Source: an optimization exercise on an open RTL-to-GDS flow (aim: small area). Production flows keep margins and buffers that such runs may drop.
Only simulation tests tie the RTL to the original design; equivalence was not proved.
Power figures rest on the tool's default switching activity, not on a simulated workload.

==> flow/design.v <==
module br_compositor(
	input wire clk,
	input wire [ 3: 0] status,
	input wire video_on,
	input wire [ 9: 0] pixel_x, pixel_y,
	input wire btn_pos, mycar_pos, explode_pos, game_over_pos, score_pos,
	input wire btn_visible, explode_visible,
	input wire obstacle_pos0, obstacle_pos1, obstacle_pos2, obstacle_pos3, obstacle_pos4,
	input wire digit_pos0, digit_pos1, digit_pos2, digit_pos3,
	input wire [31:0] scroll,
	input wire [11:0] back_data, btn_data, side_data, mycar_data, explode_data, game_over_data, score_data,
	input wire [11:0] obstacle_data0, obstacle_data1, obstacle_data2, obstacle_data3, obstacle_data4,
	input wire [11:0] digit_data0, digit_data1, digit_data2, digit_data3,
	output reg [ 3: 0] red, green, blue
	);
	wire [3:0] red_c, green_c, blue_c;
	Renderer render_unit (
		.status(status), .video_on(video_on),
		.pixel_x(pixel_x), .pixel_y(pixel_y),
		.btn_pos(btn_pos), .mycar_pos(mycar_pos), .explode_pos(explode_pos),
		.game_over_pos(game_over_pos), .score_pos(score_pos),
		.btn_visible(btn_visible), .explode_visible(explode_visible),
		.obstacle_pos0(obstacle_pos0), .obstacle_pos1(obstacle_pos1), .obstacle_pos2(obstacle_pos2),
		.obstacle_pos3(obstacle_pos3), .obstacle_pos4(obstacle_pos4),
		.digit_pos0(digit_pos0), .digit_pos1(digit_pos1), .digit_pos2(digit_pos2), .digit_pos3(digit_pos3),
		.scroll(scroll),
		.back_data(back_data), .btn_data(btn_data), .side_data(side_data), .mycar_data(mycar_data),
		.explode_data(explode_data), .game_over_data(game_over_data), .score_data(score_data),
		.obstacle_data0(obstacle_data0), .obstacle_data1(obstacle_data1), .obstacle_data2(obstacle_data2),
		.obstacle_data3(obstacle_data3), .obstacle_data4(obstacle_data4),
		.digit_data0(digit_data0), .digit_data1(digit_data1), .digit_data2(digit_data2), .digit_data3(digit_data3),
		.red(red_c), .green(green_c), .blue(blue_c)
	);
	always @(posedge clk)
	begin
		red   <= red_c;
		green <= green_c;
		blue  <= blue_c;
	end
endmodule

`timescale 1ns / 1ps
module Renderer(
	input wire [ 3: 0] status,
	input wire video_on,
	input wire [ 9: 0] pixel_x, pixel_y,
	input wire btn_pos, mycar_pos, explode_pos, game_over_pos, score_pos,
	input wire btn_visible, explode_visible,
	input wire obstacle_pos0, obstacle_pos1, obstacle_pos2, obstacle_pos3, obstacle_pos4,
	input wire digit_pos0, digit_pos1, digit_pos2, digit_pos3,
	input wire signed [31:0] scroll,
	input wire [11:0] back_data, btn_data, side_data, mycar_data, explode_data, game_over_data, score_data,
	input wire [11:0] obstacle_data0, obstacle_data1, obstacle_data2, obstacle_data3, obstacle_data4,
	input wire [11:0] digit_data0, digit_data1, digit_data2, digit_data3,
	output reg [ 3: 0] red, green, blue
	);
	function is_key;
		input [11:0] d;
		is_key = (d == 12'h0f0) || (d == 12'h1f1) || (d == 12'h2f2) || (d == 12'h0e0);
	endfunction
	function [3:0] div5;
		input [3:0] d;
		div5 = d / 5;
	endfunction
	wire slide  = (pixel_x >= 74 && pixel_x < 85) || (pixel_x >= 554 && pixel_x < 565);
	wire inroad = (pixel_x >= 74 && pixel_x < 565);
	wire lane   = (pixel_x >= 170 && pixel_x < 181) || (pixel_x >= 266 && pixel_x < 277) ||
	              (pixel_x >= 362 && pixel_x < 373) || (pixel_x >= 458 && pixel_x < 469);
	wire [2:0]  lo2 = {1'b0, pixel_y[1:0]} + {1'b0, scroll[1:0]};
	wire        c2  = lo2[2];
	wire [10:0] lo  = {1'b0, pixel_y} + {1'b0, scroll[9:0]};
	wire        c32 = lo[10] & (&scroll[31:10]);
	wire [7:0] nsum = pixel_y[5:2] + pixel_y[9:6]
	                + scroll[5:2] + scroll[9:6] + scroll[13:10] + scroll[17:14]
	                + scroll[21:18] + scroll[25:22] + scroll[29:26] + scroll[31:30]
	                + c2 + (c32 ? 8'd11 : 8'd0);
	wire [3:0] qmod = nsum % 15;
	wire light = qmod < 10;
	wire exp_on  = explode_pos && explode_visible;
	wire exp_key = is_key(explode_data);
	wire any_spr = mycar_pos || obstacle_pos0 || obstacle_pos1 || obstacle_pos2 || obstacle_pos3 || obstacle_pos4;
	wire [11:0] spr = mycar_pos     ? mycar_data     :
	                  obstacle_pos0 ? obstacle_data0 :
	                  obstacle_pos1 ? obstacle_data1 :
	                  obstacle_pos2 ? obstacle_data2 :
	                  obstacle_pos3 ? obstacle_data3 : obstacle_data4;
	wire spr_key = is_key(spr);
	wire layer0    = game_over_pos || score_pos || digit_pos0 || digit_pos1 || digit_pos2 || digit_pos3;
	wire term      = (status == 4'b0001);
	wire stripe_en = !exp_on && !any_spr && !(term && layer0);
	wire use_exp = exp_on && !exp_key;
	wire use_spr = !use_exp && any_spr && !spr_key;
	wire road_light = slide || (lane && stripe_en && light);
	wire [3:0] sr = side_data[3:0], sg = side_data[7:4], sb = side_data[11:8];
	wire [3:0] rr = road_light ? 4'd12 + sr / 5 : inroad ? 4'd4 + sr / 5 : sr;
	wire [3:0] rg = road_light ? 4'd12 + sg / 5 : inroad ? 4'd4 + sg / 5 : sg;
	wire [3:0] rb = road_light ? 4'd12 + sb / 5 : inroad ? (5'd16 + sb) / 5 : sb;
	wire [11:0] scene = use_exp ? explode_data : use_spr ? spr : {rb, rg, rr};
	wire [11:0] dim   = {div5(scene[11:8]), div5(scene[7:4]), div5(scene[3:0])};
	wire blk = !inroad && !exp_on && !any_spr;
	wire v0 = game_over_pos && (game_over_data != 12'h000 || !blk);
	wire v1 = score_pos     && (score_data     != 12'h000 || !blk);
	wire v2 = digit_pos0    && (digit_data0    != 12'h000 || !blk);
	wire v3 = digit_pos1    && (digit_data1    != 12'h000 || !blk);
	wire v4 = digit_pos2    && (digit_data2    != 12'h000 || !blk);
	wire v5 = digit_pos3    && (digit_data3    != 12'h000 || !blk);
	wire [11:0] prm = v5 ? digit_data3 : v4 ? digit_data2 : v3 ? digit_data1 :
	                  v2 ? digit_data0 : v1 ? score_data  : v0 ? game_over_data : 12'h000;
	wire prm_none  = !(v0 || v1 || v2 || v3 || v4 || v5);
	wire prm_black = !prm_none && (prm == 12'h000);
	wire [11:0] term_c = !layer0 ? dim : prm_black ? dim : prm;
	wire [11:0] prep_c = (btn_pos && btn_visible && btn_data != 12'hfff) ? btn_data : back_data;
	reg [11:0] c;
	always @*
	begin
		c = 12'h000;
		if (video_on)
			case (status)
				4'b1000: c = prep_c;
				4'b0100: c = scene;
				4'b0010: c = dim;
				4'b0001: c = term_c;
				default: c = 12'h000;
			endcase
		red   = c[3:0];
		green = c[7:4];
		blue  = c[11:8];
	end
endmodule
==> flow/run.sh <==
#!/bin/bash
# synth_recipe.tcl (not shown) runs the flow's synth.tcl, then flattens the netlist and writes it again
# the make line also repeats each setting of config.mk as NAME=value (left out here)
make -C /OpenROAD-flow-scripts/flow DESIGN_CONFIG=/design/flow/config.mk WORK_HOME=/design/flow/orfs CLKGATE_MAP_FILE= SYNTH_SCRIPT=/design/flow/synth_recipe.tcl finish
==> flow/config.mk <==
export PLATFORM = sky130hd
export DESIGN_NAME = br_compositor
export DESIGN_NICKNAME = br_compositor
export VERILOG_FILES = /design/flow/design.v
export SDC_FILE = /design/flow/constraint.sdc
export NUM_CORES = 4
export LEC_CHECK = 0
export ABC_AREA = 1
export CAP_MARGIN = 20
export CORE_MARGIN = 2
export CORE_UTILIZATION = 40
export SLEW_MARGIN = 20
==> flow/constraint.sdc <==
create_clock -name core_clock -period 40.0 [get_ports {clk}]
set_input_delay 8.0000 -clock core_clock [delete_from_list [all_inputs] [get_ports {clk}]]
set_output_delay 8.0000 -clock core_clock [all_outputs]
set_load 0.01 [all_outputs]
==> run summary <==
logic make-up after synthesis:
family	count (synthesis)
XOR/XNOR	8
buffers and inverters	187
AO/OA/AOI/OAI	193
flip-flops	12
AND/OR/NAND/NOR	483
adder cells (fa/ha/maj)	74
per-stage QoR:
stage	utilization	instances	hold slack (ns)	instance area (sq um)	power, mW
floorplan	-	957	8.12	5640	0.549
global placement	0.620	1395	8.63	8580	0.650
detailed placement	0.620	1395	8.62	8580	0.655
CTS	0.627	1399	8.38	8660	0.678
global route	0.627	1399	8.42	8660	0.759
finish	0.627	1399	8.39	8660	0.676
registers in the layout, summed over array words and instances, names as in the netlist:
| name | flops |
|---|---|
| blue | 4 |
| red | 4 |
| green | 4 |
how the worst max path moves through the flow:
stage               depth (start not counted)                  to
finish                                     57  blue[0]$_SDFF_PN0_
global route                               63  blue[0]$_SDFF_PN0_
CTS                                        57  blue[0]$_SDFF_PN0_
detailed placement                         57  blue[0]$_SDFF_PN0_
global placement                           57  blue[0]$_SDFF_PN0_
floorplan                                  56  blue[0]$_SDFF_PN0_
critical path: cells and delay by family:
family	cells	cell delay, ns
AO/OA/AOI/OAI	12	1.79
adder cells (fa/ha/maj)	11	3.73
AND/OR/NAND/NOR	23	2.20
buffers and inverters	10	0.95
XOR/XNOR	1	0.17
final cells by class:
type	instances	area, sq um
Clock buffer	4	88.8
Multi-Input combinational cell	758	4700
Fill cell	1384	5160
Tap cell	180	225
Inverter	166	623
Sequential cell	12	240
Timing Repair Buffer	279	2790
power groups by stage:
| stage | clock [mW] | sequential (mW) | combinational, mW |
|---|---|---|---|
| finish | 0.0205 | 0.0126 | 0.642 |
| global route | 0.0212 | 0.0126 | 0.725 |
| CTS | 0.0207 | 0.0126 | 0.645 |
| detailed placement | 0 | 0.0128 | 0.642 |
| global placement | 0 | 0.0128 | 0.637 |
| floorplan | 0 | 0.0130 | 0.536 |
metal layers:
| layer | vias to the layer above | GRT usage | routed length, um |
|---|---|---|---|
| met2 | 267 | 0.478 | 10200 |
| met4 | 0 | 0.0553 | 461 |
| met1 | 3187 | 0.331 | 8710 |
| met3 | 33 | 0.0414 | 1710 |
| met5 | - | 0 | 0 |
| li1 | 3716 | - | - |
synthesized netlist by cell type (all sizes together), types with 5 or more instances:
| cell type | instances | area [sq um] |
|---|---|---|
| a21oi | 47 | 246 |
| o21ai | 53 | 280 |
| nand2 | 258 | 1040 |
| o31ai | 5 | 37.5 |
| dfxtp | 12 | 240 |
| nor3 | 7 | 35.0 |
| nand4 | 19 | 119 |
| a211oi | 8 | 60.1 |
| o21a | 6 | 45.0 |
| inv | 164 | 616 |
| ha | 43 | 538 |
| nor2 | 111 | 450 |
| fa | 31 | 621 |
| nand3 | 56 | 338 |
| a221oi | 9 | 78.8 |
| a31oi | 17 | 106 |
| o211ai | 7 | 52.6 |
| nor4 | 20 | 125 |
| buf | 6 | 30.0 |
| o22ai | 8 | 50.1 |
| clkbuf | 15 | 56.3 |
cell usage in the layout, fill, tap and decap left out, types with 4 or more instances in the layout:
cell	instances
o21a_1	6
nand2_1	238
o31ai_1	4
nand2_2	15
nor2_2	4
nand3_2	9
nand3_1	46
inv_1	157
nor3_1	7
o21ai_0	43
a21oi_1	44
nand2_4	5
o211ai_1	7
nor2_1	105
a31oi_1	17
a211oi_1	8
inv_2	7
fa_1	31
a22oi_1	4
dfxtp_1	12
o21ai_1	8
clkdlybuf4s50_1	277
o211a_1	4
o22ai_1	8
xnor2_1	4
nand3b_1	4
o311ai_0	4
ha_1	43
a221oi_1	9
nand4_1	19
o2111ai_1	4
nor4_1	20
==> key figures <==
Timing
  – Hold Violations, Final: 0
  – Final period util: 0.418
  – Final Setup Violations: 0
  – Max Freq: 59.8 MHz
  – Setup slack after layout: 23.29 ns
  – RSZ-0062 raised after global routing: no
  – Setup TNS: 0 ns
  – Worst slew margin: 0.461
  – Min Tclk post-route: about 17 ns
  – Final Max Slew Viols: 0
  – Worst Tran Pin Value: a little over 0.8 ns

Clock tree
  – TritonCTS Buffers: 3
  – Max clock buf depth: 2
  – Sink Count: 12
  – H-tree depth: 1
  – Root Buffer: clkbuf_16
  – Clock slew at reported path FFs: around 0.040 ns
  – Setup Buffers After CTS: 0
  – CTS tree: done
  – # hold bufs at CTS: 0
  – Post_cts resized: 0

Pwr
  – Leak pwr: 4.03 nW
  – Pint: around 0.28 mW
  – Combinational share of power: 0.951
  – Flop pwr share: 0.019
  – Net Sw Frac: 0.585
  – Worst vdd ir: 0.0941 mV
  – Pwr dens: 78.0 mW/mm^2
  – Clock Power Share: 0.030
  – Psw: approximately 0.4 mW

Die
  – I/O pins: 278
  – Die area: approximately 0.015 sq mm
  – Starting Density: 0.408
  – Die height: between 100 and 150 um
  – Die width: ~120 um
  – Row count: 43
  – CORE AREA: about 0.014 sq mm

Detailed routing
  – Antenna Nets Post-Route: 0
  – DR iter-0 viols: roughly 420
  – DR vias: about 7000
  – # DRC: 0
  – Vias/cell: between 5 and 6
  – DR WL/cell: roughly 15 um
  – DR pass1 iterations: 5
  – WL final: ~21000 um

Placement
  – Routability cong.: 0.940
  – IO buf count: 277
  – Detailed placer's ending HPWL: 18400 um
  – Post-Place Setup Slack: 23.01 ns

Setup path
  – CP Data Required Time: between 40 and 50 ns
  – CP max stage cell: fa_1
  – Startpoint types: input pin
  – CP dominant cell by count: inv_1
  – Crit. Startpoint: pixel_y[1]
  – Crit. End Element: flop
  – Critical path type: input pin to flop
  – Arrival @ worst endpoint: 16.83 ns
  – Crit path largest cell delay: between 0.5 and 0.6 ns
  – Worst-path fanout max: 6

Synth
  – Syn Inst Count: roughly 960
  – Register bit total from synthesis: 12
  – Post-synth net total: approximately 1300
  – Synth warnings: 2
  – Post-Synth Simple-Gate Area: 0.389
  – Post-Syn Area per Cell: 5.90 sq um
  – Multiplexer area fraction after synthesis: 0
  – Complex-gate fraction of the synthesized area: 0.224
  – Post-synth EDFFs: 0
  – Largest family of logic cells by synthesized area: simple AND/OR/NAND/NOR gates
  – Seq/Total Area, Yosys: 0.0426
  – Distinct cell type count after synthesis: 57
  – Synth async-reset ratio: 0
  – Main synth FF type: dfxtp_1
  – XOR/XNOR Fraction of Synth Area: 0.0137
  – Post-Syn Area: ~0.0056 sq mm
  – Adder-Cell Fraction of Synth Area: 0.205

Layout
  – Area grow syn2layout: 53.5%
  – Share of cells above drive strength 1: 0.0533
  – Ant. Diodes: 0
  – Fin nets: roughly 1600

Min path
  – Hold Path Sink: red[1]$_SDFF_PN0_
  – Hold Crit Depth: 2
  – Class of the worst hold path: input pin to flop
  – Hold wc startpoint: video_on

Status
  – Status: timing/DRC/antenna clean

Global routing
  – GRT Util Overall: 0.265
  – Vias in the first global route: approximately 7000
  – GR Overflow Total: 0
  – Global-route wire length before repair: ~33000 um
  – Initial antenna violation count: 0
  – Pin count of the biggest net entering global routing: 22

Run
  – Max-cap violations: 0

-- what the ideal ports hide --
No port has a modelled driver above. Below, the same layout with a new extraction and two added sets of constraints. Step 1 assumes that a clkbuf_16 drives the clock port and a buf_2 every other input. Step 2 also shifts input and output timing later by t, the mid clock arrival at the registers, as if the neighbouring blocks saw the same clock. Slacks: no drivers / after step 1 / after step 2; pairs: no drivers / after step 1.
t (ns): 0.272
setup slack, ns: 23.291 / 23.302 / 23.030
hold slack, ns: 8.393 / 8.396 / 8.667
worst data-port slew with drivers (ns): 0.08
cell pins on the clock port's net: 1
After both steps setup and hold are still met in this run. For this run, drivers alone change the setup slack by +0.011 ns; drivers and shift together by -0.261 ns.
